This is an optimization exercise on Yosys and OpenROAD, whose aim is small area, not a production implementation. RTL that was checked went through simulation tests only; none was proved equivalent to the original. For runs 1 and 2, only the layout was checked, not whether the RTL still works. Power figures rest on the tool's default switching activity, not on a simulated workload.

==> flow/design.v, too long to show whole: its modules and the start of the top module <==
// module custom_alu_top: 28 lines
// module custom_alu: 382 lines
// module custom_alu_row0: 10 lines
// module custom_alu_row1: 12 lines
// module custom_alu_row2: 14 lines
// module custom_alu_row3: 16 lines
// module custom_alu_row4: 18 lines
// module custom_alu_row5: 20 lines
// module custom_alu_row6: 22 lines
// module custom_alu_row7: 24 lines
// module custom_alu_row8: 26 lines
// module custom_alu_row9: 28 lines
// module custom_alu_row10: 30 lines
// module custom_alu_row11: 32 lines
// module custom_alu_row12: 76 lines
// module custom_alu_row13: 80 lines
// module custom_alu_row14: 90 lines
// module custom_alu_row15: 94 lines
// module custom_alu_row16: 100 lines
// module custom_alu_row17: 104 lines
// module custom_alu_row18: 112 lines
// module custom_alu_row19: 116 lines
// module custom_alu_row20: 122 lines
// module custom_alu_row21: 126 lines
// module custom_alu_row22: 136 lines
// module custom_alu_row23: 140 lines
// module custom_alu_row24: 146 lines
// module custom_alu_row25: 150 lines
// module custom_alu_row26: 158 lines
// module custom_alu_row27: 162 lines
// module custom_alu_row28: 168 lines
// module custom_alu_row29: 172 lines
// module custom_alu_row30: 184 lines
// module custom_alu_pg: 4 lines
// module custom_alu_go_ppp_p: 3 lines
// module custom_alu_gp_pppp_p: 4 lines
module custom_alu_top(
    input             CLK,
    input      [31:0] RA,
    input      [31:0] RB,
    input      [4:0]  ALU_OP,
    output reg [31:0] Y,
    output reg        C
    );
  // ...
==> flow/run.sh <==
#!/bin/bash
# synth_recipe.tcl (not shown) runs the flow's synth.tcl, then flattens the netlist and writes it again
# the make line also repeats each setting of config.mk as NAME=value (left out here)
make -C /OpenROAD-flow-scripts/flow DESIGN_CONFIG=/design/flow/config.mk WORK_HOME=/design/flow/orfs CLKGATE_MAP_FILE= SYNTH_SCRIPT=/design/flow/synth_recipe.tcl finish
==> flow/config.mk <==
export PLATFORM = sky130hd
export DESIGN_NAME = custom_alu_top
export DESIGN_NICKNAME = custom_alu_top
export VERILOG_FILES = /design/flow/design.v
export SDC_FILE = /design/flow/constraint.sdc
export NUM_CORES = 4
export LEC_CHECK = 0
export CAP_MARGIN = 20
export CORE_MARGIN = 2
export CORE_UTILIZATION = 40
export CTS_CLUSTER_DIAMETER = 60
export CTS_CLUSTER_SIZE = 10
export SLEW_MARGIN = 20
export SYNTH_HIERARCHICAL = 1
==> flow/constraint.sdc <==
create_clock -name core_clock -period 75.0 [get_ports {CLK}]
set_input_delay 15.0000 -clock core_clock [delete_from_list [all_inputs] [get_ports {CLK}]]
set_output_delay 15.0000 -clock core_clock [all_outputs]
set_load 0.01 [all_outputs]
==> results.yml, run 1 <==
status:
  status: "complete, but fails checks"
  check-failures: "setup timing"
floorplanning:
  core_area_um2: 80300
  die_x_um: 288
final_layout:
  final_area_um2: 38600
  stdcell_count: 5003
  signal_buffers: 388
  top_regs: "Y x32, ra_q x32, rb_q x32"
  multi_input_area_um2: 30700
power_and_ir_drop:
  p_leak_nw: 22.6
  ir_worst_vdd_v: 0.0000150
detailed_routing:
  met1_length_um: 52100
  topRoutingLayerUsed: "met5"
  wl_um: 124000
  first_pass_iters: 6
worst_setup_path:
  startpoint: "op_q[3]"
  cp-end-kind: "flop"
  worstPathArrival_ps: 75470
  worst_path_most_repeated_cell: "a21o_1"
  critPathKind: "reg -> reg"
global_route:
  met1_usage: 0.375
  grt_first_pass_wirelength_um: 179000
  grt_overflow_total: 0
timing:
  hold_viol: 0
  setup_ws_ps: -207
  fin_hold_ws_ps: 871
  setup_tns_ps: -207
  setup_viol: 1
  tightest_slew_ps: 964
clock_network:
  cts_setup_buffers: 34
  ctsResizeCount: 151
synth:
  synth-edff-count: 0
  ys_ff_latch: 102
  yosysUniqueCellTypes: 75
  synthSimpleGateAreaFrac: 0.133
  synth.cell_area_um2: 32300
  synthMuxAreaShare: 0.166
  synth_top_cell_area_share: 0.182
==> module custom_alu, before the edit <==
module custom_alu(
    input [31:0] RA,
    input [31:0] RB,
    input [4:0] ALU_OP,
    output reg [31:0] Y,
    output C
    );
wire op_add = (ALU_OP == 5'd0);
wire op_shl = (ALU_OP == 5'd10);
wire op_shr = (ALU_OP == 5'd11);
wire op_mul = (ALU_OP == 5'd12);
wire op_div = (ALU_OP == 5'd13);
wire m  = op_mul | op_shl;         
wire d  = op_div | op_shr;         
wire sh = op_shl | op_shr;
wire big = |RB[31:5];
wire [31:0] oh = 32'd1 << RB[4:0];
wire [31:0] bo = sh ? oh : RB;     
wire [31:0] bhi;
assign bhi[31] = 1'b0;
genvar k;
generate
    for (k = 30; k >= 0; k = k - 1) begin : g_bhi
        assign bhi[k] = bhi[k+1] | bo[k+1];
    end
endgenerate
wire [31:0] yc  = m ? RA : ~bo;        
wire [31:0] ycn = ~yc;                
wire [31:0] ax  = {32{~m}} & RA;       
wire [31:0] q;                         
wire [0:0] x0, r0;
assign x0[0] = ~ax[31];
custom_alu_row0 u_row0(.x(x0), .y(ycn[0:0]), .ci(m), .ms(m & bo[31]), .en(d & ~bhi[0]), .r(r0), .qo(q[0]));
wire [1:0] x1, r1;
assign x1[0] = ax[30];
assign x1[1:1] = r0;
custom_alu_row1 u_row1(.x(x1), .y(yc[1:0]), .ci(~m), .ms(m & bo[30]), .en(d & ~bhi[1]), .r(r1), .qo(q[1]));
wire [2:0] x2, r2;
assign x2[0] = ~ax[29];
assign x2[2:1] = r1;
custom_alu_row2 u_row2(.x(x2), .y(ycn[2:0]), .ci(m), .ms(m & bo[29]), .en(d & ~bhi[2]), .r(r2), .qo(q[2]));
wire [3:0] x3, r3;
assign x3[0] = ax[28];
assign x3[3:1] = r2;
custom_alu_row3 u_row3(.x(x3), .y(yc[3:0]), .ci(~m), .ms(m & bo[28]), .en(d & ~bhi[3]), .r(r3), .qo(q[3]));
wire [4:0] x4, r4;
assign x4[0] = ~ax[27];
assign x4[4:1] = r3;
custom_alu_row4 u_row4(.x(x4), .y(ycn[4:0]), .ci(m), .ms(m & bo[27]), .en(d & ~bhi[4]), .r(r4), .qo(q[4]));
wire [5:0] x5, r5;
assign x5[0] = ax[26];
assign x5[5:1] = r4;
custom_alu_row5 u_row5(.x(x5), .y(yc[5:0]), .ci(~m), .ms(m & bo[26]), .en(d & ~bhi[5]), .r(r5), .qo(q[5]));
wire [6:0] x6, r6;
assign x6[0] = ~ax[25];
assign x6[6:1] = r5;
custom_alu_row6 u_row6(.x(x6), .y(ycn[6:0]), .ci(m), .ms(m & bo[25]), .en(d & ~bhi[6]), .r(r6), .qo(q[6]));
wire [7:0] x7, r7;
assign x7[0] = ax[24];
assign x7[7:1] = r6;
custom_alu_row7 u_row7(.x(x7), .y(yc[7:0]), .ci(~m), .ms(m & bo[24]), .en(d & ~bhi[7]), .r(r7), .qo(q[7]));
wire [8:0] x8, r8;
assign x8[0] = ~ax[23];
assign x8[8:1] = r7;
custom_alu_row8 u_row8(.x(x8), .y(ycn[8:0]), .ci(m), .ms(m & bo[23]), .en(d & ~bhi[8]), .r(r8), .qo(q[8]));
wire [9:0] x9, r9;
assign x9[0] = ax[22];
assign x9[9:1] = r8;
custom_alu_row9 u_row9(.x(x9), .y(yc[9:0]), .ci(~m), .ms(m & bo[22]), .en(d & ~bhi[9]), .r(r9), .qo(q[9]));
wire [10:0] x10, r10;
assign x10[0] = ~ax[21];
assign x10[10:1] = r9;
custom_alu_row10 u_row10(.x(x10), .y(ycn[10:0]), .ci(m), .ms(m & bo[21]), .en(d & ~bhi[10]), .r(r10), .qo(q[10]));
wire [11:0] x11, r11;
assign x11[0] = ax[20];
assign x11[11:1] = r10;
custom_alu_row11 u_row11(.x(x11), .y(yc[11:0]), .ci(~m), .ms(m & bo[20]), .en(d & ~bhi[11]), .r(r11), .qo(q[11]));
wire [12:0] x12, r12;
assign x12[0] = ~ax[19];
assign x12[12:1] = r11;
custom_alu_row12 u_row12(.x(x12), .y(ycn[12:0]), .ci(m), .ms(m & bo[19]), .en(d & ~bhi[12]), .r(r12), .qo(q[12]));
wire [13:0] x13, r13;
assign x13[0] = ax[18];
assign x13[13:1] = r12;
custom_alu_row13 u_row13(.x(x13), .y(yc[13:0]), .ci(~m), .ms(m & bo[18]), .en(d & ~bhi[13]), .r(r13), .qo(q[13]));
wire [14:0] x14, r14;
assign x14[0] = ~ax[17];
assign x14[14:1] = r13;
custom_alu_row14 u_row14(.x(x14), .y(ycn[14:0]), .ci(m), .ms(m & bo[17]), .en(d & ~bhi[14]), .r(r14), .qo(q[14]));
wire [15:0] x15, r15;
assign x15[0] = ax[16];
assign x15[15:1] = r14;
custom_alu_row15 u_row15(.x(x15), .y(yc[15:0]), .ci(~m), .ms(m & bo[16]), .en(d & ~bhi[15]), .r(r15), .qo(q[15]));
wire [16:0] x16, r16;
assign x16[0] = ~ax[15];
assign x16[16:1] = r15;
custom_alu_row16 u_row16(.x(x16), .y(ycn[16:0]), .ci(m), .ms(m & bo[15]), .en(d & ~bhi[16]), .r(r16), .qo(q[16]));
wire [17:0] x17, r17;
assign x17[0] = ax[14];
assign x17[17:1] = r16;
custom_alu_row17 u_row17(.x(x17), .y(yc[17:0]), .ci(~m), .ms(m & bo[14]), .en(d & ~bhi[17]), .r(r17), .qo(q[17]));
wire [18:0] x18, r18;
assign x18[0] = ~ax[13];
assign x18[18:1] = r17;
custom_alu_row18 u_row18(.x(x18), .y(ycn[18:0]), .ci(m), .ms(m & bo[13]), .en(d & ~bhi[18]), .r(r18), .qo(q[18]));
wire [19:0] x19, r19;
assign x19[0] = ax[12];
assign x19[19:1] = r18;
custom_alu_row19 u_row19(.x(x19), .y(yc[19:0]), .ci(~m), .ms(m & bo[12]), .en(d & ~bhi[19]), .r(r19), .qo(q[19]));
wire [20:0] x20, r20;
assign x20[0] = ~ax[11];
assign x20[20:1] = r19;
custom_alu_row20 u_row20(.x(x20), .y(ycn[20:0]), .ci(m), .ms(m & bo[11]), .en(d & ~bhi[20]), .r(r20), .qo(q[20]));
wire [21:0] x21, r21;
assign x21[0] = ax[10];
assign x21[21:1] = r20;
custom_alu_row21 u_row21(.x(x21), .y(yc[21:0]), .ci(~m), .ms(m & bo[10]), .en(d & ~bhi[21]), .r(r21), .qo(q[21]));
wire [22:0] x22, r22;
assign x22[0] = ~ax[9];
assign x22[22:1] = r21;
custom_alu_row22 u_row22(.x(x22), .y(ycn[22:0]), .ci(m), .ms(m & bo[9]), .en(d & ~bhi[22]), .r(r22), .qo(q[22]));
wire [23:0] x23, r23;
assign x23[0] = ax[8];
assign x23[23:1] = r22;
custom_alu_row23 u_row23(.x(x23), .y(yc[23:0]), .ci(~m), .ms(m & bo[8]), .en(d & ~bhi[23]), .r(r23), .qo(q[23]));
wire [24:0] x24, r24;
assign x24[0] = ~ax[7];
assign x24[24:1] = r23;
custom_alu_row24 u_row24(.x(x24), .y(ycn[24:0]), .ci(m), .ms(m & bo[7]), .en(d & ~bhi[24]), .r(r24), .qo(q[24]));
wire [25:0] x25, r25;
assign x25[0] = ax[6];
assign x25[25:1] = r24;
custom_alu_row25 u_row25(.x(x25), .y(yc[25:0]), .ci(~m), .ms(m & bo[6]), .en(d & ~bhi[25]), .r(r25), .qo(q[25]));
wire [26:0] x26, r26;
assign x26[0] = ~ax[5];
assign x26[26:1] = r25;
custom_alu_row26 u_row26(.x(x26), .y(ycn[26:0]), .ci(m), .ms(m & bo[5]), .en(d & ~bhi[26]), .r(r26), .qo(q[26]));
wire [27:0] x27, r27;
assign x27[0] = ax[4];
assign x27[27:1] = r26;
custom_alu_row27 u_row27(.x(x27), .y(yc[27:0]), .ci(~m), .ms(m & bo[4]), .en(d & ~bhi[27]), .r(r27), .qo(q[27]));
wire [28:0] x28, r28;
assign x28[0] = ~ax[3];
assign x28[28:1] = r27;
custom_alu_row28 u_row28(.x(x28), .y(ycn[28:0]), .ci(m), .ms(m & bo[3]), .en(d & ~bhi[28]), .r(r28), .qo(q[28]));
wire [29:0] x29, r29;
assign x29[0] = ax[2];
assign x29[29:1] = r28;
custom_alu_row29 u_row29(.x(x29), .y(yc[29:0]), .ci(~m), .ms(m & bo[2]), .en(d & ~bhi[29]), .r(r29), .qo(q[29]));
wire [30:0] x30, r30;
assign x30[0] = ~ax[1];
assign x30[30:1] = r29;
custom_alu_row30 u_row30(.x(x30), .y(ycn[30:0]), .ci(m), .ms(m & bo[1]), .en(d & ~bhi[30]), .r(r30), .qo(q[30]));
wire [31:0] x31, y31;
assign x31 = {r30, ax[0]};
wire yb31 = op_add | (ALU_OP == 5'd2) | (ALU_OP == 5'd4) | (ALU_OP == 5'd6) | (ALU_OP == 5'd8);
assign y31 = m ? (RA & {32{bo[0]}}) : (yb31 ? bo : ~bo);
    wire [32:0] a31_p, a31_g;
    assign a31_p[0] = 1'b0;
    assign a31_g[0] = ~m & ~op_add;
    custom_alu_pg a31_pg0 (.a(x31[0]), .b(y31[0]), .p(a31_p[1]), .g(a31_g[1]));
    custom_alu_pg a31_pg1 (.a(x31[1]), .b(y31[1]), .p(a31_p[2]), .g(a31_g[2]));
    custom_alu_pg a31_pg2 (.a(x31[2]), .b(y31[2]), .p(a31_p[3]), .g(a31_g[3]));
    custom_alu_pg a31_pg3 (.a(x31[3]), .b(y31[3]), .p(a31_p[4]), .g(a31_g[4]));
    custom_alu_pg a31_pg4 (.a(x31[4]), .b(y31[4]), .p(a31_p[5]), .g(a31_g[5]));
    custom_alu_pg a31_pg5 (.a(x31[5]), .b(y31[5]), .p(a31_p[6]), .g(a31_g[6]));
    custom_alu_pg a31_pg6 (.a(x31[6]), .b(y31[6]), .p(a31_p[7]), .g(a31_g[7]));
    custom_alu_pg a31_pg7 (.a(x31[7]), .b(y31[7]), .p(a31_p[8]), .g(a31_g[8]));
    custom_alu_pg a31_pg8 (.a(x31[8]), .b(y31[8]), .p(a31_p[9]), .g(a31_g[9]));
    custom_alu_pg a31_pg9 (.a(x31[9]), .b(y31[9]), .p(a31_p[10]), .g(a31_g[10]));
    custom_alu_pg a31_pg10 (.a(x31[10]), .b(y31[10]), .p(a31_p[11]), .g(a31_g[11]));
    custom_alu_pg a31_pg11 (.a(x31[11]), .b(y31[11]), .p(a31_p[12]), .g(a31_g[12]));
    custom_alu_pg a31_pg12 (.a(x31[12]), .b(y31[12]), .p(a31_p[13]), .g(a31_g[13]));
    custom_alu_pg a31_pg13 (.a(x31[13]), .b(y31[13]), .p(a31_p[14]), .g(a31_g[14]));
    custom_alu_pg a31_pg14 (.a(x31[14]), .b(y31[14]), .p(a31_p[15]), .g(a31_g[15]));
    custom_alu_pg a31_pg15 (.a(x31[15]), .b(y31[15]), .p(a31_p[16]), .g(a31_g[16]));
    custom_alu_pg a31_pg16 (.a(x31[16]), .b(y31[16]), .p(a31_p[17]), .g(a31_g[17]));
    custom_alu_pg a31_pg17 (.a(x31[17]), .b(y31[17]), .p(a31_p[18]), .g(a31_g[18]));
    custom_alu_pg a31_pg18 (.a(x31[18]), .b(y31[18]), .p(a31_p[19]), .g(a31_g[19]));
    custom_alu_pg a31_pg19 (.a(x31[19]), .b(y31[19]), .p(a31_p[20]), .g(a31_g[20]));
    custom_alu_pg a31_pg20 (.a(x31[20]), .b(y31[20]), .p(a31_p[21]), .g(a31_g[21]));
    custom_alu_pg a31_pg21 (.a(x31[21]), .b(y31[21]), .p(a31_p[22]), .g(a31_g[22]));
    custom_alu_pg a31_pg22 (.a(x31[22]), .b(y31[22]), .p(a31_p[23]), .g(a31_g[23]));
    custom_alu_pg a31_pg23 (.a(x31[23]), .b(y31[23]), .p(a31_p[24]), .g(a31_g[24]));
    custom_alu_pg a31_pg24 (.a(x31[24]), .b(y31[24]), .p(a31_p[25]), .g(a31_g[25]));
    custom_alu_pg a31_pg25 (.a(x31[25]), .b(y31[25]), .p(a31_p[26]), .g(a31_g[26]));
    custom_alu_pg a31_pg26 (.a(x31[26]), .b(y31[26]), .p(a31_p[27]), .g(a31_g[27]));
    custom_alu_pg a31_pg27 (.a(x31[27]), .b(y31[27]), .p(a31_p[28]), .g(a31_g[28]));
    custom_alu_pg a31_pg28 (.a(x31[28]), .b(y31[28]), .p(a31_p[29]), .g(a31_g[29]));
    custom_alu_pg a31_pg29 (.a(x31[29]), .b(y31[29]), .p(a31_p[30]), .g(a31_g[30]));
    custom_alu_pg a31_pg30 (.a(x31[30]), .b(y31[30]), .p(a31_p[31]), .g(a31_g[31]));
    custom_alu_pg a31_pg31 (.a(x31[31]), .b(y31[31]), .p(a31_p[32]), .g(a31_g[32]));
    wire a31_G0_1;
    custom_alu_go_ppp_p a31_G0_1_u (.gh(a31_g[1]), .ph(a31_p[1]), .gl(a31_g[0]), .g(a31_G0_1));
    wire a31_G0_3, a31_P0_3;
    custom_alu_gp_pppp_p a31_G0_3_u (.gh(a31_g[3]), .ph(a31_p[3]), .gl(a31_g[2]), .pl(a31_p[2]), .g(a31_G0_3), .p(a31_P0_3));
    wire a31_G0_5, a31_P0_5;
    custom_alu_gp_pppp_p a31_G0_5_u (.gh(a31_g[5]), .ph(a31_p[5]), .gl(a31_g[4]), .pl(a31_p[4]), .g(a31_G0_5), .p(a31_P0_5));
    wire a31_G0_7, a31_P0_7;
    custom_alu_gp_pppp_p a31_G0_7_u (.gh(a31_g[7]), .ph(a31_p[7]), .gl(a31_g[6]), .pl(a31_p[6]), .g(a31_G0_7), .p(a31_P0_7));
    wire a31_G0_9, a31_P0_9;
    custom_alu_gp_pppp_p a31_G0_9_u (.gh(a31_g[9]), .ph(a31_p[9]), .gl(a31_g[8]), .pl(a31_p[8]), .g(a31_G0_9), .p(a31_P0_9));
    wire a31_G0_11, a31_P0_11;
    custom_alu_gp_pppp_p a31_G0_11_u (.gh(a31_g[11]), .ph(a31_p[11]), .gl(a31_g[10]), .pl(a31_p[10]), .g(a31_G0_11), .p(a31_P0_11));
    wire a31_G0_13, a31_P0_13;
    custom_alu_gp_pppp_p a31_G0_13_u (.gh(a31_g[13]), .ph(a31_p[13]), .gl(a31_g[12]), .pl(a31_p[12]), .g(a31_G0_13), .p(a31_P0_13));
    wire a31_G0_15, a31_P0_15;
    custom_alu_gp_pppp_p a31_G0_15_u (.gh(a31_g[15]), .ph(a31_p[15]), .gl(a31_g[14]), .pl(a31_p[14]), .g(a31_G0_15), .p(a31_P0_15));
    wire a31_G0_17, a31_P0_17;
    custom_alu_gp_pppp_p a31_G0_17_u (.gh(a31_g[17]), .ph(a31_p[17]), .gl(a31_g[16]), .pl(a31_p[16]), .g(a31_G0_17), .p(a31_P0_17));
    wire a31_G0_19, a31_P0_19;
    custom_alu_gp_pppp_p a31_G0_19_u (.gh(a31_g[19]), .ph(a31_p[19]), .gl(a31_g[18]), .pl(a31_p[18]), .g(a31_G0_19), .p(a31_P0_19));
    wire a31_G0_21, a31_P0_21;
    custom_alu_gp_pppp_p a31_G0_21_u (.gh(a31_g[21]), .ph(a31_p[21]), .gl(a31_g[20]), .pl(a31_p[20]), .g(a31_G0_21), .p(a31_P0_21));
    wire a31_G0_23, a31_P0_23;
    custom_alu_gp_pppp_p a31_G0_23_u (.gh(a31_g[23]), .ph(a31_p[23]), .gl(a31_g[22]), .pl(a31_p[22]), .g(a31_G0_23), .p(a31_P0_23));
    wire a31_G0_25, a31_P0_25;
    custom_alu_gp_pppp_p a31_G0_25_u (.gh(a31_g[25]), .ph(a31_p[25]), .gl(a31_g[24]), .pl(a31_p[24]), .g(a31_G0_25), .p(a31_P0_25));
    wire a31_G0_27, a31_P0_27;
    custom_alu_gp_pppp_p a31_G0_27_u (.gh(a31_g[27]), .ph(a31_p[27]), .gl(a31_g[26]), .pl(a31_p[26]), .g(a31_G0_27), .p(a31_P0_27));
    wire a31_G0_29, a31_P0_29;
    custom_alu_gp_pppp_p a31_G0_29_u (.gh(a31_g[29]), .ph(a31_p[29]), .gl(a31_g[28]), .pl(a31_p[28]), .g(a31_G0_29), .p(a31_P0_29));
    wire a31_G0_31, a31_P0_31;
    custom_alu_gp_pppp_p a31_G0_31_u (.gh(a31_g[31]), .ph(a31_p[31]), .gl(a31_g[30]), .pl(a31_p[30]), .g(a31_G0_31), .p(a31_P0_31));
    wire a31_G1_3;
    custom_alu_go_ppp_p a31_G1_3_u (.gh(a31_G0_3), .ph(a31_P0_3), .gl(a31_G0_1), .g(a31_G1_3));
    wire a31_G1_7, a31_P1_7;
    custom_alu_gp_pppp_p a31_G1_7_u (.gh(a31_G0_7), .ph(a31_P0_7), .gl(a31_G0_5), .pl(a31_P0_5), .g(a31_G1_7), .p(a31_P1_7));
    wire a31_G1_11, a31_P1_11;
    custom_alu_gp_pppp_p a31_G1_11_u (.gh(a31_G0_11), .ph(a31_P0_11), .gl(a31_G0_9), .pl(a31_P0_9), .g(a31_G1_11), .p(a31_P1_11));
    wire a31_G1_15, a31_P1_15;
    custom_alu_gp_pppp_p a31_G1_15_u (.gh(a31_G0_15), .ph(a31_P0_15), .gl(a31_G0_13), .pl(a31_P0_13), .g(a31_G1_15), .p(a31_P1_15));
    wire a31_G1_19, a31_P1_19;
    custom_alu_gp_pppp_p a31_G1_19_u (.gh(a31_G0_19), .ph(a31_P0_19), .gl(a31_G0_17), .pl(a31_P0_17), .g(a31_G1_19), .p(a31_P1_19));
    wire a31_G1_23, a31_P1_23;
    custom_alu_gp_pppp_p a31_G1_23_u (.gh(a31_G0_23), .ph(a31_P0_23), .gl(a31_G0_21), .pl(a31_P0_21), .g(a31_G1_23), .p(a31_P1_23));
    wire a31_G1_27, a31_P1_27;
    custom_alu_gp_pppp_p a31_G1_27_u (.gh(a31_G0_27), .ph(a31_P0_27), .gl(a31_G0_25), .pl(a31_P0_25), .g(a31_G1_27), .p(a31_P1_27));
    wire a31_G1_31, a31_P1_31;
    custom_alu_gp_pppp_p a31_G1_31_u (.gh(a31_G0_31), .ph(a31_P0_31), .gl(a31_G0_29), .pl(a31_P0_29), .g(a31_G1_31), .p(a31_P1_31));
    wire a31_G2_7;
    custom_alu_go_ppp_p a31_G2_7_u (.gh(a31_G1_7), .ph(a31_P1_7), .gl(a31_G1_3), .g(a31_G2_7));
    wire a31_G2_15, a31_P2_15;
    custom_alu_gp_pppp_p a31_G2_15_u (.gh(a31_G1_15), .ph(a31_P1_15), .gl(a31_G1_11), .pl(a31_P1_11), .g(a31_G2_15), .p(a31_P2_15));
    wire a31_G2_23, a31_P2_23;
    custom_alu_gp_pppp_p a31_G2_23_u (.gh(a31_G1_23), .ph(a31_P1_23), .gl(a31_G1_19), .pl(a31_P1_19), .g(a31_G2_23), .p(a31_P2_23));
    wire a31_G2_31, a31_P2_31;
    custom_alu_gp_pppp_p a31_G2_31_u (.gh(a31_G1_31), .ph(a31_P1_31), .gl(a31_G1_27), .pl(a31_P1_27), .g(a31_G2_31), .p(a31_P2_31));
    wire a31_G3_15;
    custom_alu_go_ppp_p a31_G3_15_u (.gh(a31_G2_15), .ph(a31_P2_15), .gl(a31_G2_7), .g(a31_G3_15));
    wire a31_G3_31, a31_P3_31;
    custom_alu_gp_pppp_p a31_G3_31_u (.gh(a31_G2_31), .ph(a31_P2_31), .gl(a31_G2_23), .pl(a31_P2_23), .g(a31_G3_31), .p(a31_P3_31));
    wire a31_G4_31;
    custom_alu_go_ppp_p a31_G4_31_u (.gh(a31_G3_31), .ph(a31_P3_31), .gl(a31_G3_15), .g(a31_G4_31));
    wire a31_G5_23;
    custom_alu_go_ppp_p a31_G5_23_u (.gh(a31_G2_23), .ph(a31_P2_23), .gl(a31_G3_15), .g(a31_G5_23));
    wire a31_G6_11;
    custom_alu_go_ppp_p a31_G6_11_u (.gh(a31_G1_11), .ph(a31_P1_11), .gl(a31_G2_7), .g(a31_G6_11));
    wire a31_G6_19;
    custom_alu_go_ppp_p a31_G6_19_u (.gh(a31_G1_19), .ph(a31_P1_19), .gl(a31_G3_15), .g(a31_G6_19));
    wire a31_G6_27;
    custom_alu_go_ppp_p a31_G6_27_u (.gh(a31_G1_27), .ph(a31_P1_27), .gl(a31_G5_23), .g(a31_G6_27));
    wire a31_G7_5;
    custom_alu_go_ppp_p a31_G7_5_u (.gh(a31_G0_5), .ph(a31_P0_5), .gl(a31_G1_3), .g(a31_G7_5));
    wire a31_G7_9;
    custom_alu_go_ppp_p a31_G7_9_u (.gh(a31_G0_9), .ph(a31_P0_9), .gl(a31_G2_7), .g(a31_G7_9));
    wire a31_G7_13;
    custom_alu_go_ppp_p a31_G7_13_u (.gh(a31_G0_13), .ph(a31_P0_13), .gl(a31_G6_11), .g(a31_G7_13));
    wire a31_G7_17;
    custom_alu_go_ppp_p a31_G7_17_u (.gh(a31_G0_17), .ph(a31_P0_17), .gl(a31_G3_15), .g(a31_G7_17));
    wire a31_G7_21;
    custom_alu_go_ppp_p a31_G7_21_u (.gh(a31_G0_21), .ph(a31_P0_21), .gl(a31_G6_19), .g(a31_G7_21));
    wire a31_G7_25;
    custom_alu_go_ppp_p a31_G7_25_u (.gh(a31_G0_25), .ph(a31_P0_25), .gl(a31_G5_23), .g(a31_G7_25));
    wire a31_G7_29;
    custom_alu_go_ppp_p a31_G7_29_u (.gh(a31_G0_29), .ph(a31_P0_29), .gl(a31_G6_27), .g(a31_G7_29));
    wire a31_G8_2;
    custom_alu_go_ppp_p a31_G8_2_u (.gh(a31_g[2]), .ph(a31_p[2]), .gl(a31_G0_1), .g(a31_G8_2));
    wire a31_G8_4;
    custom_alu_go_ppp_p a31_G8_4_u (.gh(a31_g[4]), .ph(a31_p[4]), .gl(a31_G1_3), .g(a31_G8_4));
    wire a31_G8_6;
    custom_alu_go_ppp_p a31_G8_6_u (.gh(a31_g[6]), .ph(a31_p[6]), .gl(a31_G7_5), .g(a31_G8_6));
    wire a31_G8_8;
    custom_alu_go_ppp_p a31_G8_8_u (.gh(a31_g[8]), .ph(a31_p[8]), .gl(a31_G2_7), .g(a31_G8_8));
    wire a31_G8_10;
    custom_alu_go_ppp_p a31_G8_10_u (.gh(a31_g[10]), .ph(a31_p[10]), .gl(a31_G7_9), .g(a31_G8_10));
    wire a31_G8_12;
    custom_alu_go_ppp_p a31_G8_12_u (.gh(a31_g[12]), .ph(a31_p[12]), .gl(a31_G6_11), .g(a31_G8_12));
    wire a31_G8_14;
    custom_alu_go_ppp_p a31_G8_14_u (.gh(a31_g[14]), .ph(a31_p[14]), .gl(a31_G7_13), .g(a31_G8_14));
    wire a31_G8_16;
    custom_alu_go_ppp_p a31_G8_16_u (.gh(a31_g[16]), .ph(a31_p[16]), .gl(a31_G3_15), .g(a31_G8_16));
    wire a31_G8_18;
    custom_alu_go_ppp_p a31_G8_18_u (.gh(a31_g[18]), .ph(a31_p[18]), .gl(a31_G7_17), .g(a31_G8_18));
    wire a31_G8_20;
    custom_alu_go_ppp_p a31_G8_20_u (.gh(a31_g[20]), .ph(a31_p[20]), .gl(a31_G6_19), .g(a31_G8_20));
    wire a31_G8_22;
    custom_alu_go_ppp_p a31_G8_22_u (.gh(a31_g[22]), .ph(a31_p[22]), .gl(a31_G7_21), .g(a31_G8_22));
    wire a31_G8_24;
    custom_alu_go_ppp_p a31_G8_24_u (.gh(a31_g[24]), .ph(a31_p[24]), .gl(a31_G5_23), .g(a31_G8_24));
    wire a31_G8_26;
    custom_alu_go_ppp_p a31_G8_26_u (.gh(a31_g[26]), .ph(a31_p[26]), .gl(a31_G7_25), .g(a31_G8_26));
    wire a31_G8_28;
    custom_alu_go_ppp_p a31_G8_28_u (.gh(a31_g[28]), .ph(a31_p[28]), .gl(a31_G6_27), .g(a31_G8_28));
    wire a31_G8_30;
    custom_alu_go_ppp_p a31_G8_30_u (.gh(a31_g[30]), .ph(a31_p[30]), .gl(a31_G7_29), .g(a31_G8_30));
    wire a31_G8_32;
    custom_alu_go_ppp_p a31_G8_32_u (.gh(a31_g[32]), .ph(a31_p[32]), .gl(a31_G4_31), .g(a31_G8_32));
    wire a31_s0 = a31_p[1] ^ a31_g[0];
    wire a31_s1 = a31_p[2] ^ a31_G0_1;
    wire a31_s2 = a31_p[3] ^ a31_G8_2;
    wire a31_s3 = a31_p[4] ^ a31_G1_3;
    wire a31_s4 = a31_p[5] ^ a31_G8_4;
    wire a31_s5 = a31_p[6] ^ a31_G7_5;
    wire a31_s6 = a31_p[7] ^ a31_G8_6;
    wire a31_s7 = a31_p[8] ^ a31_G2_7;
    wire a31_s8 = a31_p[9] ^ a31_G8_8;
    wire a31_s9 = a31_p[10] ^ a31_G7_9;
    wire a31_s10 = a31_p[11] ^ a31_G8_10;
    wire a31_s11 = a31_p[12] ^ a31_G6_11;
    wire a31_s12 = a31_p[13] ^ a31_G8_12;
    wire a31_s13 = a31_p[14] ^ a31_G7_13;
    wire a31_s14 = a31_p[15] ^ a31_G8_14;
    wire a31_s15 = a31_p[16] ^ a31_G3_15;
    wire a31_s16 = a31_p[17] ^ a31_G8_16;
    wire a31_s17 = a31_p[18] ^ a31_G7_17;
    wire a31_s18 = a31_p[19] ^ a31_G8_18;
    wire a31_s19 = a31_p[20] ^ a31_G6_19;
    wire a31_s20 = a31_p[21] ^ a31_G8_20;
    wire a31_s21 = a31_p[22] ^ a31_G7_21;
    wire a31_s22 = a31_p[23] ^ a31_G8_22;
    wire a31_s23 = a31_p[24] ^ a31_G5_23;
    wire a31_s24 = a31_p[25] ^ a31_G8_24;
    wire a31_s25 = a31_p[26] ^ a31_G7_25;
    wire a31_s26 = a31_p[27] ^ a31_G8_26;
    wire a31_s27 = a31_p[28] ^ a31_G6_27;
    wire a31_s28 = a31_p[29] ^ a31_G8_28;
    wire a31_s29 = a31_p[30] ^ a31_G7_29;
    wire a31_s30 = a31_p[31] ^ a31_G8_30;
    wire a31_s31 = a31_p[32] ^ a31_G4_31;
wire [31:0] s31 = {a31_s31, a31_s30, a31_s29, a31_s28, a31_s27, a31_s26, a31_s25, a31_s24, a31_s23, a31_s22, a31_s21, a31_s20, a31_s19, a31_s18, a31_s17, a31_s16, a31_s15, a31_s14, a31_s13, a31_s12, a31_s11, a31_s10, a31_s9, a31_s8, a31_s7, a31_s6, a31_s5, a31_s4, a31_s3, a31_s2, a31_s1, a31_s0};
wire c32 = a31_G8_32;
wire [31:0] p31 = a31_p[32:1];   
wire [31:0] g31 = a31_g[32:1];   
assign q[31] = c32;
wire [31:0] quo;
generate
    for (k = 0; k < 32; k = k + 1) begin : g_q
        assign quo[31-k] = q[k];
    end
endgenerate
wire eq = &p31;
wire ge = c32;
wire an = |RA;
wire bn = |RB;
always @(*) begin
    case (ALU_OP)
        5'd0, 5'd1, 5'd12: Y = s31;
        5'd2:  Y = p31;
        5'd3:  Y = {31'b0, an ^ bn};
        5'd4:  Y = ~p31;
        5'd5:  Y = {31'b0, ~(an ^ bn)};
        5'd6:  Y = p31 | g31;
        5'd7:  Y = {31'b0, an | bn};
        5'd8:  Y = g31;
        5'd9:  Y = {31'b0, an & bn};
        5'd10: Y = big ? 32'b0 : s31;
        5'd11: Y = big ? 32'b0 : quo;
        5'd13: Y = quo;
        5'd14: Y = {31'b0, ~ge};
        5'd15: Y = {31'b0, ~ge | eq};
        5'd16: Y = {31'b0, ge & ~eq};
        5'd17: Y = {31'b0, ge};
        5'd18: Y = {31'b0, eq};
        5'd19: Y = {31'b0, ~eq};
        5'd20: Y = RA;
        5'd21: Y = RB;
        default: Y = 32'b0;
    endcase
end
assign C = |Y;
endmodule
==> module custom_alu_row10, before the edit <==
module custom_alu_row10(input [10:0] x, input [10:0] y, input ci, input ms, input en, output [10:0] r, output qo);
    wire [11:0] a_c;
    wire [10:0] a_s;
    assign a_c[0] = ci;
    assign a_s[0] = x[0] ^ y[0] ^ a_c[0];
    assign a_c[1] = (x[0] & y[0]) | (a_c[0] & (x[0] ^ y[0]));
    assign a_s[1] = x[1] ^ y[1] ^ a_c[1];
    assign a_c[2] = (x[1] & y[1]) | (a_c[1] & (x[1] ^ y[1]));
    assign a_s[2] = x[2] ^ y[2] ^ a_c[2];
    assign a_c[3] = (x[2] & y[2]) | (a_c[2] & (x[2] ^ y[2]));
    assign a_s[3] = x[3] ^ y[3] ^ a_c[3];
    assign a_c[4] = (x[3] & y[3]) | (a_c[3] & (x[3] ^ y[3]));
    assign a_s[4] = x[4] ^ y[4] ^ a_c[4];
    assign a_c[5] = (x[4] & y[4]) | (a_c[4] & (x[4] ^ y[4]));
    assign a_s[5] = x[5] ^ y[5] ^ a_c[5];
    assign a_c[6] = (x[5] & y[5]) | (a_c[5] & (x[5] ^ y[5]));
    assign a_s[6] = x[6] ^ y[6] ^ a_c[6];
    assign a_c[7] = (x[6] & y[6]) | (a_c[6] & (x[6] ^ y[6]));
    assign a_s[7] = x[7] ^ y[7] ^ a_c[7];
    assign a_c[8] = (x[7] & y[7]) | (a_c[7] & (x[7] ^ y[7]));
    assign a_s[8] = x[8] ^ y[8] ^ a_c[8];
    assign a_c[9] = (x[8] & y[8]) | (a_c[8] & (x[8] ^ y[8]));
    assign a_s[9] = x[9] ^ y[9] ^ a_c[9];
    assign a_c[10] = (x[9] & y[9]) | (a_c[9] & (x[9] ^ y[9]));
    assign a_s[10] = x[10] ^ y[10] ^ a_c[10];
    assign a_c[11] = (x[10] & y[10]) | (a_c[10] & (x[10] ^ y[10]));
    assign qo = en & ~(a_c[11]);
    wire sel = ms | qo;
    assign r = ~(sel ? {a_s[10], a_s[9], a_s[8], a_s[7], a_s[6], a_s[5], a_s[4], a_s[3], a_s[2], a_s[1], a_s[0]} : x);    
endmodule
==> module custom_alu_row11, before the edit <==
module custom_alu_row11(input [11:0] x, input [11:0] y, input ci, input ms, input en, output [11:0] r, output qo);
    wire [12:0] a_c;
    wire [11:0] a_s;
    assign a_c[0] = ci;
    assign a_s[0] = x[0] ^ y[0] ^ a_c[0];
    assign a_c[1] = (x[0] & y[0]) | (a_c[0] & (x[0] ^ y[0]));
    assign a_s[1] = x[1] ^ y[1] ^ a_c[1];
    assign a_c[2] = (x[1] & y[1]) | (a_c[1] & (x[1] ^ y[1]));
    assign a_s[2] = x[2] ^ y[2] ^ a_c[2];
    assign a_c[3] = (x[2] & y[2]) | (a_c[2] & (x[2] ^ y[2]));
    assign a_s[3] = x[3] ^ y[3] ^ a_c[3];
    assign a_c[4] = (x[3] & y[3]) | (a_c[3] & (x[3] ^ y[3]));
    assign a_s[4] = x[4] ^ y[4] ^ a_c[4];
    assign a_c[5] = (x[4] & y[4]) | (a_c[4] & (x[4] ^ y[4]));
    assign a_s[5] = x[5] ^ y[5] ^ a_c[5];
    assign a_c[6] = (x[5] & y[5]) | (a_c[5] & (x[5] ^ y[5]));
    assign a_s[6] = x[6] ^ y[6] ^ a_c[6];
    assign a_c[7] = (x[6] & y[6]) | (a_c[6] & (x[6] ^ y[6]));
    assign a_s[7] = x[7] ^ y[7] ^ a_c[7];
    assign a_c[8] = (x[7] & y[7]) | (a_c[7] & (x[7] ^ y[7]));
    assign a_s[8] = x[8] ^ y[8] ^ a_c[8];
    assign a_c[9] = (x[8] & y[8]) | (a_c[8] & (x[8] ^ y[8]));
    assign a_s[9] = x[9] ^ y[9] ^ a_c[9];
    assign a_c[10] = (x[9] & y[9]) | (a_c[9] & (x[9] ^ y[9]));
    assign a_s[10] = x[10] ^ y[10] ^ a_c[10];
    assign a_c[11] = (x[10] & y[10]) | (a_c[10] & (x[10] ^ y[10]));
    assign a_s[11] = x[11] ^ y[11] ^ a_c[11];
    assign a_c[12] = (x[11] & y[11]) | (a_c[11] & (x[11] ^ y[11]));
    assign qo = en & (a_c[12]);
    wire sel = ms | qo;
    assign r = ~(sel ? {a_s[11], a_s[10], a_s[9], a_s[8], a_s[7], a_s[6], a_s[5], a_s[4], a_s[3], a_s[2], a_s[1], a_s[0]} : x);    
endmodule
==> run 2, diff against run 1 <==
--- a/flow/design.v
+++ b/flow/design.v
@@ -51,7 +51,7 @@
 genvar k;
 generate
     for (k = 30; k >= 0; k = k - 1) begin : g_bhi
-        assign bhi[k] = bhi[k+1] | bo[k+1];
+        assign bhi[k] = sh ? (RB[4:0] > k) : (|RB[31:k+1]);
     end
 endgenerate
 wire [31:0] yc  = m ? RA : ~bo;        
@@ -601,66 +601,140 @@
     assign r = ~(sel ? {a_s[9], a_s[8], a_s[7], a_s[6], a_s[5], a_s[4], a_s[3], a_s[2], a_s[1], a_s[0]} : x);    
 endmodule
 module custom_alu_row10(input [10:0] x, input [10:0] y, input ci, input ms, input en, output [10:0] r, output qo);
-    wire [11:0] a_c;
-    wire [10:0] a_s;
-    assign a_c[0] = ci;
-    assign a_s[0] = x[0] ^ y[0] ^ a_c[0];
-    assign a_c[1] = (x[0] & y[0]) | (a_c[0] & (x[0] ^ y[0]));
-    assign a_s[1] = x[1] ^ y[1] ^ a_c[1];
-    assign a_c[2] = (x[1] & y[1]) | (a_c[1] & (x[1] ^ y[1]));
-    assign a_s[2] = x[2] ^ y[2] ^ a_c[2];
-    assign a_c[3] = (x[2] & y[2]) | (a_c[2] & (x[2] ^ y[2]));
-    assign a_s[3] = x[3] ^ y[3] ^ a_c[3];
-    assign a_c[4] = (x[3] & y[3]) | (a_c[3] & (x[3] ^ y[3]));
-    assign a_s[4] = x[4] ^ y[4] ^ a_c[4];
-    assign a_c[5] = (x[4] & y[4]) | (a_c[4] & (x[4] ^ y[4]));
-    assign a_s[5] = x[5] ^ y[5] ^ a_c[5];
-    assign a_c[6] = (x[5] & y[5]) | (a_c[5] & (x[5] ^ y[5]));
-    assign a_s[6] = x[6] ^ y[6] ^ a_c[6];
-    assign a_c[7] = (x[6] & y[6]) | (a_c[6] & (x[6] ^ y[6]));
-    assign a_s[7] = x[7] ^ y[7] ^ a_c[7];
-    assign a_c[8] = (x[7] & y[7]) | (a_c[7] & (x[7] ^ y[7]));
-    assign a_s[8] = x[8] ^ y[8] ^ a_c[8];
-    assign a_c[9] = (x[8] & y[8]) | (a_c[8] & (x[8] ^ y[8]));
-    assign a_s[9] = x[9] ^ y[9] ^ a_c[9];
-    assign a_c[10] = (x[9] & y[9]) | (a_c[9] & (x[9] ^ y[9]));
-    assign a_s[10] = x[10] ^ y[10] ^ a_c[10];
-    assign a_c[11] = (x[10] & y[10]) | (a_c[10] & (x[10] ^ y[10]));
-    assign qo = en & ~(a_c[11]);
+    wire [11:0] a_p, a_g;
+    assign a_p[0] = 1'b0;
+    assign a_g[0] = ci;
+    custom_alu_pg a_pg0 (.a(x[0]), .b(y[0]), .p(a_p[1]), .g(a_g[1]));
+    custom_alu_pg a_pg1 (.a(x[1]), .b(y[1]), .p(a_p[2]), .g(a_g[2]));
+    custom_alu_pg a_pg2 (.a(x[2]), .b(y[2]), .p(a_p[3]), .g(a_g[3]));
+    custom_alu_pg a_pg3 (.a(x[3]), .b(y[3]), .p(a_p[4]), .g(a_g[4]));
+    custom_alu_pg a_pg4 (.a(x[4]), .b(y[4]), .p(a_p[5]), .g(a_g[5]));
+    custom_alu_pg a_pg5 (.a(x[5]), .b(y[5]), .p(a_p[6]), .g(a_g[6]));
+    custom_alu_pg a_pg6 (.a(x[6]), .b(y[6]), .p(a_p[7]), .g(a_g[7]));
+    custom_alu_pg a_pg7 (.a(x[7]), .b(y[7]), .p(a_p[8]), .g(a_g[8]));
+    custom_alu_pg a_pg8 (.a(x[8]), .b(y[8]), .p(a_p[9]), .g(a_g[9]));
+    custom_alu_pg a_pg9 (.a(x[9]), .b(y[9]), .p(a_p[10]), .g(a_g[10]));
+    custom_alu_pg a_pg10 (.a(x[10]), .b(y[10]), .p(a_p[11]), .g(a_g[11]));
+    wire a_G0_1;
+    custom_alu_go_ppp_p a_G0_1_u (.gh(a_g[1]), .ph(a_p[1]), .gl(a_g[0]), .g(a_G0_1));
+    wire a_G0_3, a_P0_3;
+    custom_alu_gp_pppp_p a_G0_3_u (.gh(a_g[3]), .ph(a_p[3]), .gl(a_g[2]), .pl(a_p[2]), .g(a_G0_3), .p(a_P0_3));
+    wire a_G0_5, a_P0_5;
+    custom_alu_gp_pppp_p a_G0_5_u (.gh(a_g[5]), .ph(a_p[5]), .gl(a_g[4]), .pl(a_p[4]), .g(a_G0_5), .p(a_P0_5));
+    wire a_G0_7, a_P0_7;
+    custom_alu_gp_pppp_p a_G0_7_u (.gh(a_g[7]), .ph(a_p[7]), .gl(a_g[6]), .pl(a_p[6]), .g(a_G0_7), .p(a_P0_7));
+    wire a_G0_9, a_P0_9;
+    custom_alu_gp_pppp_p a_G0_9_u (.gh(a_g[9]), .ph(a_p[9]), .gl(a_g[8]), .pl(a_p[8]), .g(a_G0_9), .p(a_P0_9));
+    wire a_G0_11, a_P0_11;
+    custom_alu_gp_pppp_p a_G0_11_u (.gh(a_g[11]), .ph(a_p[11]), .gl(a_g[10]), .pl(a_p[10]), .g(a_G0_11), .p(a_P0_11));
+    wire a_G1_3;
+    custom_alu_go_ppp_p a_G1_3_u (.gh(a_G0_3), .ph(a_P0_3), .gl(a_G0_1), .g(a_G1_3));
+    wire a_G1_7, a_P1_7;
+    custom_alu_gp_pppp_p a_G1_7_u (.gh(a_G0_7), .ph(a_P0_7), .gl(a_G0_5), .pl(a_P0_5), .g(a_G1_7), .p(a_P1_7));
+    wire a_G1_11, a_P1_11;
+    custom_alu_gp_pppp_p a_G1_11_u (.gh(a_G0_11), .ph(a_P0_11), .gl(a_G0_9), .pl(a_P0_9), .g(a_G1_11), .p(a_P1_11));
+    wire a_G2_7;
+    custom_alu_go_ppp_p a_G2_7_u (.gh(a_G1_7), .ph(a_P1_7), .gl(a_G1_3), .g(a_G2_7));
+    wire a_G3_11;
+    custom_alu_go_ppp_p a_G3_11_u (.gh(a_G1_11), .ph(a_P1_11), .gl(a_G2_7), .g(a_G3_11));
+    wire a_G4_5;
+    custom_alu_go_ppp_p a_G4_5_u (.gh(a_G0_5), .ph(a_P0_5), .gl(a_G1_3), .g(a_G4_5));
+    wire a_G4_9;
+    custom_alu_go_ppp_p a_G4_9_u (.gh(a_G0_9), .ph(a_P0_9), .gl(a_G2_7), .g(a_G4_9));
+    wire a_G5_2;
+    custom_alu_go_ppp_p a_G5_2_u (.gh(a_g[2]), .ph(a_p[2]), .gl(a_G0_1), .g(a_G5_2));
+    wire a_G5_4;
+    custom_alu_go_ppp_p a_G5_4_u (.gh(a_g[4]), .ph(a_p[4]), .gl(a_G1_3), .g(a_G5_4));
+    wire a_G5_6;
+    custom_alu_go_ppp_p a_G5_6_u (.gh(a_g[6]), .ph(a_p[6]), .gl(a_G4_5), .g(a_G5_6));
+    wire a_G5_8;
+    custom_alu_go_ppp_p a_G5_8_u (.gh(a_g[8]), .ph(a_p[8]), .gl(a_G2_7), .g(a_G5_8));
+    wire a_G5_10;
+    custom_alu_go_ppp_p a_G5_10_u (.gh(a_g[10]), .ph(a_p[10]), .gl(a_G4_9), .g(a_G5_10));
+    wire a_s0 = a_p[1] ^ a_g[0];
+    wire a_s1 = a_p[2] ^ a_G0_1;
+    wire a_s2 = a_p[3] ^ a_G5_2;
+    wire a_s3 = a_p[4] ^ a_G1_3;
+    wire a_s4 = a_p[5] ^ a_G5_4;
+    wire a_s5 = a_p[6] ^ a_G4_5;
+    wire a_s6 = a_p[7] ^ a_G5_6;
+    wire a_s7 = a_p[8] ^ a_G2_7;
+    wire a_s8 = a_p[9] ^ a_G5_8;
+    wire a_s9 = a_p[10] ^ a_G4_9;
+    wire a_s10 = a_p[11] ^ a_G5_10;
+    assign qo = en & ~(a_G3_11);
     wire sel = ms | qo;
-    assign r = ~(sel ? {a_s[10], a_s[9], a_s[8], a_s[7], a_s[6], a_s[5], a_s[4], a_s[3], a_s[2], a_s[1], a_s[0]} : x);    
+    assign r = ~(sel ? {a_s10, a_s9, a_s8, a_s7, a_s6, a_s5, a_s4, a_s3, a_s2, a_s1, a_s0} : x);    
 endmodule
 module custom_alu_row11(input [11:0] x, input [11:0] y, input ci, input ms, input en, output [11:0] r, output qo);
-    wire [12:0] a_c;
-    wire [11:0] a_s;
-    assign a_c[0] = ci;
-    assign a_s[0] = x[0] ^ y[0] ^ a_c[0];
-    assign a_c[1] = (x[0] & y[0]) | (a_c[0] & (x[0] ^ y[0]));
-    assign a_s[1] = x[1] ^ y[1] ^ a_c[1];
-    assign a_c[2] = (x[1] & y[1]) | (a_c[1] & (x[1] ^ y[1]));
-    assign a_s[2] = x[2] ^ y[2] ^ a_c[2];
-    assign a_c[3] = (x[2] & y[2]) | (a_c[2] & (x[2] ^ y[2]));
-    assign a_s[3] = x[3] ^ y[3] ^ a_c[3];
-    assign a_c[4] = (x[3] & y[3]) | (a_c[3] & (x[3] ^ y[3]));
-    assign a_s[4] = x[4] ^ y[4] ^ a_c[4];
-    assign a_c[5] = (x[4] & y[4]) | (a_c[4] & (x[4] ^ y[4]));
-    assign a_s[5] = x[5] ^ y[5] ^ a_c[5];
-    assign a_c[6] = (x[5] & y[5]) | (a_c[5] & (x[5] ^ y[5]));
-    assign a_s[6] = x[6] ^ y[6] ^ a_c[6];
-    assign a_c[7] = (x[6] & y[6]) | (a_c[6] & (x[6] ^ y[6]));
-    assign a_s[7] = x[7] ^ y[7] ^ a_c[7];
-    assign a_c[8] = (x[7] & y[7]) | (a_c[7] & (x[7] ^ y[7]));
-    assign a_s[8] = x[8] ^ y[8] ^ a_c[8];
-    assign a_c[9] = (x[8] & y[8]) | (a_c[8] & (x[8] ^ y[8]));
-    assign a_s[9] = x[9] ^ y[9] ^ a_c[9];
-    assign a_c[10] = (x[9] & y[9]) | (a_c[9] & (x[9] ^ y[9]));
-    assign a_s[10] = x[10] ^ y[10] ^ a_c[10];
-    assign a_c[11] = (x[10] & y[10]) | (a_c[10] & (x[10] ^ y[10]));
-    assign a_s[11] = x[11] ^ y[11] ^ a_c[11];
-    assign a_c[12] = (x[11] & y[11]) | (a_c[11] & (x[11] ^ y[11]));
-    assign qo = en & (a_c[12]);
+    wire [12:0] a_p, a_g;
+    assign a_p[0] = 1'b0;
+    assign a_g[0] = ci;
+    custom_alu_pg a_pg0 (.a(x[0]), .b(y[0]), .p(a_p[1]), .g(a_g[1]));
+    custom_alu_pg a_pg1 (.a(x[1]), .b(y[1]), .p(a_p[2]), .g(a_g[2]));
+    custom_alu_pg a_pg2 (.a(x[2]), .b(y[2]), .p(a_p[3]), .g(a_g[3]));
+    custom_alu_pg a_pg3 (.a(x[3]), .b(y[3]), .p(a_p[4]), .g(a_g[4]));
+    custom_alu_pg a_pg4 (.a(x[4]), .b(y[4]), .p(a_p[5]), .g(a_g[5]));
+    custom_alu_pg a_pg5 (.a(x[5]), .b(y[5]), .p(a_p[6]), .g(a_g[6]));
+    custom_alu_pg a_pg6 (.a(x[6]), .b(y[6]), .p(a_p[7]), .g(a_g[7]));
+    custom_alu_pg a_pg7 (.a(x[7]), .b(y[7]), .p(a_p[8]), .g(a_g[8]));
+    custom_alu_pg a_pg8 (.a(x[8]), .b(y[8]), .p(a_p[9]), .g(a_g[9]));
+    custom_alu_pg a_pg9 (.a(x[9]), .b(y[9]), .p(a_p[10]), .g(a_g[10]));
+    custom_alu_pg a_pg10 (.a(x[10]), .b(y[10]), .p(a_p[11]), .g(a_g[11]));
+    custom_alu_pg a_pg11 (.a(x[11]), .b(y[11]), .p(a_p[12]), .g(a_g[12]));
+    wire a_G0_1;
+    custom_alu_go_ppp_p a_G0_1_u (.gh(a_g[1]), .ph(a_p[1]), .gl(a_g[0]), .g(a_G0_1));
+    wire a_G0_3, a_P0_3;
+    custom_alu_gp_pppp_p a_G0_3_u (.gh(a_g[3]), .ph(a_p[3]), .gl(a_g[2]), .pl(a_p[2]), .g(a_G0_3), .p(a_P0_3));
+    wire a_G0_5, a_P0_5;
+    custom_alu_gp_pppp_p a_G0_5_u (.gh(a_g[5]), .ph(a_p[5]), .gl(a_g[4]), .pl(a_p[4]), .g(a_G0_5), .p(a_P0_5));
+    wire a_G0_7, a_P0_7;
+    custom_alu_gp_pppp_p a_G0_7_u (.gh(a_g[7]), .ph(a_p[7]), .gl(a_g[6]), .pl(a_p[6]), .g(a_G0_7), .p(a_P0_7));
+    wire a_G0_9, a_P0_9;
+    custom_alu_gp_pppp_p a_G0_9_u (.gh(a_g[9]), .ph(a_p[9]), .gl(a_g[8]), .pl(a_p[8]), .g(a_G0_9), .p(a_P0_9));
+    wire a_G0_11, a_P0_11;
+    custom_alu_gp_pppp_p a_G0_11_u (.gh(a_g[11]), .ph(a_p[11]), .gl(a_g[10]), .pl(a_p[10]), .g(a_G0_11), .p(a_P0_11));
+    wire a_G1_3;
+    custom_alu_go_ppp_p a_G1_3_u (.gh(a_G0_3), .ph(a_P0_3), .gl(a_G0_1), .g(a_G1_3));
+    wire a_G1_7, a_P1_7;
+    custom_alu_gp_pppp_p a_G1_7_u (.gh(a_G0_7), .ph(a_P0_7), .gl(a_G0_5), .pl(a_P0_5), .g(a_G1_7), .p(a_P1_7));
+    wire a_G1_11, a_P1_11;
+    custom_alu_gp_pppp_p a_G1_11_u (.gh(a_G0_11), .ph(a_P0_11), .gl(a_G0_9), .pl(a_P0_9), .g(a_G1_11), .p(a_P1_11));
+    wire a_G2_7;
+    custom_alu_go_ppp_p a_G2_7_u (.gh(a_G1_7), .ph(a_P1_7), .gl(a_G1_3), .g(a_G2_7));
+    wire a_G3_11;
+    custom_alu_go_ppp_p a_G3_11_u (.gh(a_G1_11), .ph(a_P1_11), .gl(a_G2_7), .g(a_G3_11));
+    wire a_G4_5;
+    custom_alu_go_ppp_p a_G4_5_u (.gh(a_G0_5), .ph(a_P0_5), .gl(a_G1_3), .g(a_G4_5));
+    wire a_G4_9;
+    custom_alu_go_ppp_p a_G4_9_u (.gh(a_G0_9), .ph(a_P0_9), .gl(a_G2_7), .g(a_G4_9));
+    wire a_G5_2;
+    custom_alu_go_ppp_p a_G5_2_u (.gh(a_g[2]), .ph(a_p[2]), .gl(a_G0_1), .g(a_G5_2));
+    wire a_G5_4;
+    custom_alu_go_ppp_p a_G5_4_u (.gh(a_g[4]), .ph(a_p[4]), .gl(a_G1_3), .g(a_G5_4));
+    wire a_G5_6;
+    custom_alu_go_ppp_p a_G5_6_u (.gh(a_g[6]), .ph(a_p[6]), .gl(a_G4_5), .g(a_G5_6));
+    wire a_G5_8;
+    custom_alu_go_ppp_p a_G5_8_u (.gh(a_g[8]), .ph(a_p[8]), .gl(a_G2_7), .g(a_G5_8));
+    wire a_G5_10;
+    custom_alu_go_ppp_p a_G5_10_u (.gh(a_g[10]), .ph(a_p[10]), .gl(a_G4_9), .g(a_G5_10));
+    wire a_G5_12;
+    custom_alu_go_ppp_p a_G5_12_u (.gh(a_g[12]), .ph(a_p[12]), .gl(a_G3_11), .g(a_G5_12));
+    wire a_s0 = a_p[1] ^ a_g[0];
+    wire a_s1 = a_p[2] ^ a_G0_1;
+    wire a_s2 = a_p[3] ^ a_G5_2;
+    wire a_s3 = a_p[4] ^ a_G1_3;
+    wire a_s4 = a_p[5] ^ a_G5_4;
+    wire a_s5 = a_p[6] ^ a_G4_5;
+    wire a_s6 = a_p[7] ^ a_G5_6;
+    wire a_s7 = a_p[8] ^ a_G2_7;
+    wire a_s8 = a_p[9] ^ a_G5_8;
+    wire a_s9 = a_p[10] ^ a_G4_9;
+    wire a_s10 = a_p[11] ^ a_G5_10;
+    wire a_s11 = a_p[12] ^ a_G3_11;
+    assign qo = en & (a_G5_12);
     wire sel = ms | qo;
-    assign r = ~(sel ? {a_s[11], a_s[10], a_s[9], a_s[8], a_s[7], a_s[6], a_s[5], a_s[4], a_s[3], a_s[2], a_s[1], a_s[0]} : x);    
+    assign r = ~(sel ? {a_s11, a_s10, a_s9, a_s8, a_s7, a_s6, a_s5, a_s4, a_s3, a_s2, a_s1, a_s0} : x);    
 endmodule
 module custom_alu_row12(input [12:0] x, input [12:0] y, input ci, input ms, input en, output [12:0] r, output qo);
     wire [13:0] a_p, a_g;
==> run 2 against run 1 <==
  * Now clean on timing, DRC and antenna
  * Final area shrank 4.5%
  * Cell count grew 0.36%
  * Largest power group unchanged
  * Die area grew 1.6%
  * Clock skew shrank 6.1 ps
  * Non-clock buffer count shrank 98
  * Critical path type unchanged
  * Clock-buffer cell count grew 1
  * Worst setup slack gained 2800 ps
  * Register-to-register slack gained 2800 ps
  * Critical path depth shrank 16
==> results.yml, run 2 <==
synth:
  synth.cell_area_um2: 32900
  synth_most_common_cell: "a21o_1"
  synthCells: 3750
  yosysUniqueCellTypes: 83
  synthArstFlopShare: 0
  postSynthAreaPerCell_um2: 8.76
  synth_ff_type: "dfxtp_1"
  ys_seq_area_frac: 0.0621
  synth_top_area_cell: "a21o_1"
  yosys_warnings: 8
  synth-edff-count: 0
  syn_nets: 4350
  synth_area_leaders: "a21o_1, ha_1, mux2i_1"
  synth_top_cell_area_share: 0.188
  ys_ff_latch: 102
  synthTopCellsByCount: "a21o_1, xor2_1, ha_1"
final_layout:
  antenna_cells: 0
  top_regs: "Y x32, ra_q x32, rb_q x32"
  final_area_um2: 36900
  layout_common_cells: "a21o_1, xor2_1, ha_1"
  layout.nets: 4546
  syn_to_final_growth_pct: 12.2
  drive_gt1_frac: 0.109
  layout_commonest_cell: "a21o_1"
floorplanning:
  num_rows: 105
  die_area_um2: 84500
  die_x_um: 291
  initial_utilization: 0.402
  io_pins: 103
  core_area_um2: 81700
  chipHeight_um: 291
detailed_routing:
  drt-initial-drc-count: 2745
  wl_um: 129000
  dr_total_vias: 29900
  first_pass_iters: 11
  drc: 0
  wl_per_cell_um: 25.7
  ant_nets: 0
  viasPerCell: 5.95
place:
  placed_area_um2: 35000
  preCtsSetupSlack_ps: -1670
  io_buffer_count: 102
  hpwl_um: 100000
  place_congestion: 1.03
timing:
  hold_viol: 0
  setup_viol: 0
  timing.slew.headroom: 0.0857
  tightest_slew_ps: 1360
  fmax_mhz: 13.8
  skew_ps: 19.0
  setup_ws_ps: 2620
  final_max_slew_viol_count: 0
  min_period_over_period: 0.965
  fin_crit_ps: 72380
worst_setup_path:
  cp-end-kind: "flop"
  path_buf_inv: 35
  worst_path_most_repeated_cell: "a21o_1"
  path_delay_family: "compound AO/OA/AOI/OAI gates"
  crit_fanout: 18
  startpoint: "rb_q[12]"
  critPathKind: "reg -> reg"
  r2r_start: "rb_q[12]"
  worstPathArrival_ps: 72630
  cp_data_required_time_ps: 75250
  slowest_delay_ps: 610
  cp_slowest_cell: "or4_4"
  reg2reg_setup_slack_ps: 2620
  start_kind: "flop"
power_and_ir_drop:
  ir_worst_vdd_v: 0.0000118
  power_per_cell_area_nw_per_um2: 23.9
  p_leak_nw: 22.9
clock_network:
  clock_latency_ps: 390
  clock_path_buffers: 2
  cts_sinks: 102
  root_buffer: "clkbuf_16"
  path_clk_slew_ps: 80
  h-tree-depth: 3
  cts_buffers: 9
  hold_buffers: 0
  cts_tree: "yes"
global_route:
  grt_first_pass_wirelength_um: 185000
  grt_pass1_vias: 28100
  antenna_found_initial: 3
  grt_usage: 0.290
  grt_max_degree: 111
  grt_overflow_total: 0
hold_path:
  hp-class: "reg -> reg"
  hold_start: "rb_q[23]"
status:
  status: "finished clean"
job:
  drv_cap: 0
## run 2: cell types whose count changed after synthesis, sizes merged, moves of 19 or more
cell,change
o311ai,-24
xor2,+47
fa,-23
ha,+23
nor2,+28
a222oi,+20
a311o,-25
nand2,+19
a21oi,+30
o21ai,-37
a21o,+42
inv,-39
## run 2: cell families (layout without fill, tap and decap cells)
group / Yosys count / count (layout) / synth area share
xor gates and xnor gates: 491 / 491 / 0.131
and+or+nand+nor: 780 / 787 / 0.141
muxes: 508 / 508 / 0.156
adders and majority gates: 530 / 530 / 0.214
DFF: 102 / 102 / 0.0621
AOI/OAI and AO/OA: 1093 / 1098 / 0.252
buffers and inverters: 246 / 435 / 0.0441
## run 2: tightest hold or removal path: cells and delay by family, from the launching register on
family | cells | cell delay, ps
compound gates | 2 | 240
flops | 1 | 490
## run 2: what timing repair did
action	4_1_cts	5_1_grt
setup buffers	2	97
gates cloned	6	7
hold endpoints to repair	0	0
resized for setup	4	101
endpoints found under the setup margin	31	33
pin swaps	7	33
## run 2: Yosys stat by module, one instance, submodules excluded, a selection
module / area, um2 / cells inside
custom_alu_gp_pppp_p: 13.8 / 2
custom_alu_row0: 55.1 / 7
custom_alu_row5: 238 / 22
custom_alu_row21: 467 / 48
custom_alu_row13: 307 / 31
custom_alu_row7: 315 / 30
custom_alu_row29: 632 / 65
custom_alu_top: 2040 / 102
custom_alu_row20: 459 / 46
custom_alu_row14: 335 / 33
## run 2: final timing paths
kind	end	cells past startpoint
min reg2reg	Y[23]	2
max reg2reg	C	316
min	Y[23]	2
max	C	316
## run 2: routing by layer
metal,GRT usage,routed length (um),up-vias
li1,-,-,14100
met1,0.385,56300,14300
met2,0.457,55600,1146
met3,0.0579,10800,262
met4,0.120,6410,2
met5,0,13,-
## run 2: layout make-up
type | instances | area (um2)
Clock buffer | 10 | 239
Fill cell | 8108 | 44800
Sequential cell | 102 | 2040
Timing Repair Buffer | 290 | 2700
Inverter | 129 | 487
Tap cell | 1070 | 1340
Multi-Input combinational cell | 3414 | 30000
Clock inverter | 6 | 52.6
## run 2: through the flow
stage          hold WS, ps  setup TNS (ps)  total power [W]   util  std cells
6_report               771               0         0.000879  0.451       5021
5_1_grt                799            -193         0.000954  0.451       5021
4_1_cts                736               0         0.000856  0.434       4917
3_5_place_dp           718          -21430         0.000801  0.429       4893
3_3_place_gp           735           -5070         0.000798  0.429       4892
2_1_floorplan          517               0         0.000633      -       3750
## run 2: power by group
group          internal (W)  switching [W]
clock network     0.0000240      0.0000241
registers         0.0000613     0.00000744
logic              0.000342       0.000421
total              0.000427       0.000452
==> run 3, diff against run 2 <==
--- a/flow/design.v
+++ b/flow/design.v
@@ -51,7 +51,7 @@
 genvar k;
 generate
     for (k = 30; k >= 0; k = k - 1) begin : g_bhi
-        assign bhi[k] = sh ? (RB[4:0] > k) : (|RB[31:k+1]);
+        assign bhi[k] = bhi[k+1] | bo[k+1];
     end
 endgenerate
 wire [31:0] yc  = m ? RA : ~bo;        
==> run 3 against run 2 <==
  * Synthesized cell count down 1.9%
  * Clock-buffer cell count down 1
  * Worst setup slack worse by 180 ps
  * Non-clock buffer count up 5
  * Clock power about the same
  * Final area up 1.4%
  * Global-route usage down 0.96 points
  * Sequential share of layout area down 0.054 points
  * Highest routed layer unchanged
  * Sequential power up 6.7%
  * Total power up 0.76%
  * Clock skew about the same
==> results.yml, run 3 <==
clock_network:
  cts_sinks: 102
  h-tree-depth: 3
  clock_latency_ps: 380
  root_buffer: "clkbuf_16"
  cts_tree: "yes"
  hold_buffers: 0
place:
  io_buffer_count: 102
  place_congestion: 1.06
  placed_area_um2: 34800
  hpwl_um: 95300
worst_setup_path:
  r2r_start: "rb_q[2]"
  r2r-end: "C"
  crit_fanout: 14
  ff2ff_path_depth: 318
  startpoint: "rb_q[2]"
  critPathKind: "reg -> reg"
  worstPathArrival_ps: 72800
  cp.depth: 318
  cp-endpoint: "C"
  worst_path_most_repeated_cell: "a21o_1"
  start_kind: "flop"
synth:
  synth_ff_type: "dfxtp_1"
  synth_most_common_cell: "a21o_1"
  synth_top_cell_area_share: 0.189
  synthTopCellsByCount: "a21o_1, mux2i_1, ha_1"
  synth-compound-area-share: 0.251
  syn_nets: 4278
  synthArstFlopShare: 0
  synthMuxAreaShare: 0.164
  synth_xor_area_frac: 0.128
  synth-edff-count: 0
  synth_area_leaders: "a21o_1, ha_1, mux2i_1"
  postSynthAreaPerCell_um2: 8.86
  synth-adder-area-share: 0.216
  synth_top_area_cell: "a21o_1"
  yosysUniqueCellTypes: 75
  ys_seq_area_frac: 0.0627
floorplanning:
  core_area_um2: 80500
  num_rows: 104
  chipHeight_um: 289
  die_x_um: 289
global_route:
  grt_first_pass_wirelength_um: 176000
  grt_usage: 0.281
  grt_max_degree: 62
timing:
  hold_viol: 0
  tightest_slew_ps: 1240
  fmax_mhz: 13.8
  timing.slew.headroom: 0.162
  setup_tns_ps: 0
  min_period_over_period: 0.967
  final_max_slew_viol_count: 0
  skew_ps: 19.5
  fin_crit_ps: 72560
detailed_routing:
  viasPerCell: 5.94
  wl_um: 123000
  wl_per_cell_um: 24.9
  dr_total_vias: 29400
  drc: 0
  first_pass_iters: 6
  drt-initial-drc-count: 2427
status:
  status: "finished clean"
power_and_ir_drop:
  power_per_cell_area_nw_per_um2: 23.7
  ir_worst_vdd_v: 0.0000133
  p_leak_nw: 22.4
final_layout:
  layout_common_cells: "a21o_1, ha_1, xor2_1"
  layout_commonest_cell: "a21o_1"
  top_regs: "Y x32, ra_q x32, rb_q x32"
  n_fill_cell: 7755
  syn_to_final_growth_pct: 14.8
  drive_gt1_frac: 0.132
hold_path:
  hp-class: "reg -> reg"
## run 3: logic make-up (layout without fill, tap and decap cells)
| group | Yosys count | in the layout |
|---|---|---|
| compound gates | 1076 | 1076 |
| mux | 528 | 528 |
| flops | 102 | 102 |
| simple gates | 724 | 733 |
| other cells | 0 | 2 |
| fa+ha+maj | 530 | 530 |
| xor+xnor | 475 | 475 |
| buf+inv | 243 | 438 |
## run 3: layout make-up
cell class / count / area share
antenna: 2 / 0.000134
clock buffer: 9 / 0.00602
sequential: 102 / 0.0549
clock inverter: 7 / 0.00191
multi-input combinational: 3342 / 0.813
tap: 1060 / 0.0355
inverter: 127 / 0.0128
timing repair buffer: 295 / 0.0754
## run 3: worst min-delay path by stage
stage / from / to / depth (start not counted)
after floorplan: ra_q[27] / Y[27] / 4
after global placement: rb_q[17] / Y[17] / 3
after detailed placement: rb_q[17] / Y[17] / 3
after CTS: rb_q[29] / Y[29] / 3
after global routing: rb_q[29] / Y[29] / 3
final: rb_q[17] / Y[17] / 3
## run 3: worst min-delay path: stages, from the launching register on
cell and delay [ps]:
dfxtp_1 430, mux2i_1 110, o21ai_0 180, a221o_1 140
## run 3: Yosys stat by module (local to each module, per instance), a selection
module	times used	cells
custom_alu_row15	1	35
custom_alu_row9	1	38
custom_alu_row28	1	63
custom_alu_row5	1	22
custom_alu_row7	1	30
custom_alu_row29	1	65
custom_alu_row0	1	7
## run 3: metrics by stage
| stage | setup WS (ps) | total power, W | hold WS [ps] | utilization | instances |
|---|---|---|---|---|---|
| CTS | 96.3 | 0.000840 | 866 | 0.437 | 4845 |
| finish | 2440 | 0.000886 | 899 | 0.464 | 4944 |
| global route | -245 | 0.000955 | 932 | 0.464 | 4942 |
| global placement | 81.0 | 0.000786 | 831 | 0.432 | 4826 |
| floorplan | 8880 | 0.000616 | 633 | - | 3678 |
| detailed placement | -549 | 0.000787 | 836 | 0.433 | 4826 |
## run 3: report_power, final
group | switching, W | internal [W] | total (W)
sequential | 0.00000874 | 0.0000646 | 0.0000734
combinational | 0.000418 | 0.000347 | 0.000765
clock | 0.0000248 | 0.0000234 | 0.0000482
total | 0.000452 | 0.000435 | 0.000886
## run 3: what timing repair did
action	4_1_cts	5_1_grt
setup endpoints to repair	1	33
cloned	3	12
resized for setup	1	249
buffers inserted	0	85
pin swaps	4	33
endpoints found under the hold margin	0	0
## run 3: routing by layer
layer  share of wire  global-route usage  routed length, um
met3           0.085              0.0588              10500
met2            0.43               0.440              53300
met1            0.43               0.367              52500
met4           0.057               0.131               6980
met5         0.00011                   0                 13

Re-timed with assumed drivers on the ports (clkbuf_16 on the clock, buf_2 on other inputs), run 3 has 2.445 ns of setup slack against 2.445 ns with ideal ports, and 2.445 ns once port delays also move by the mid clock arrival of 0.418 ns.
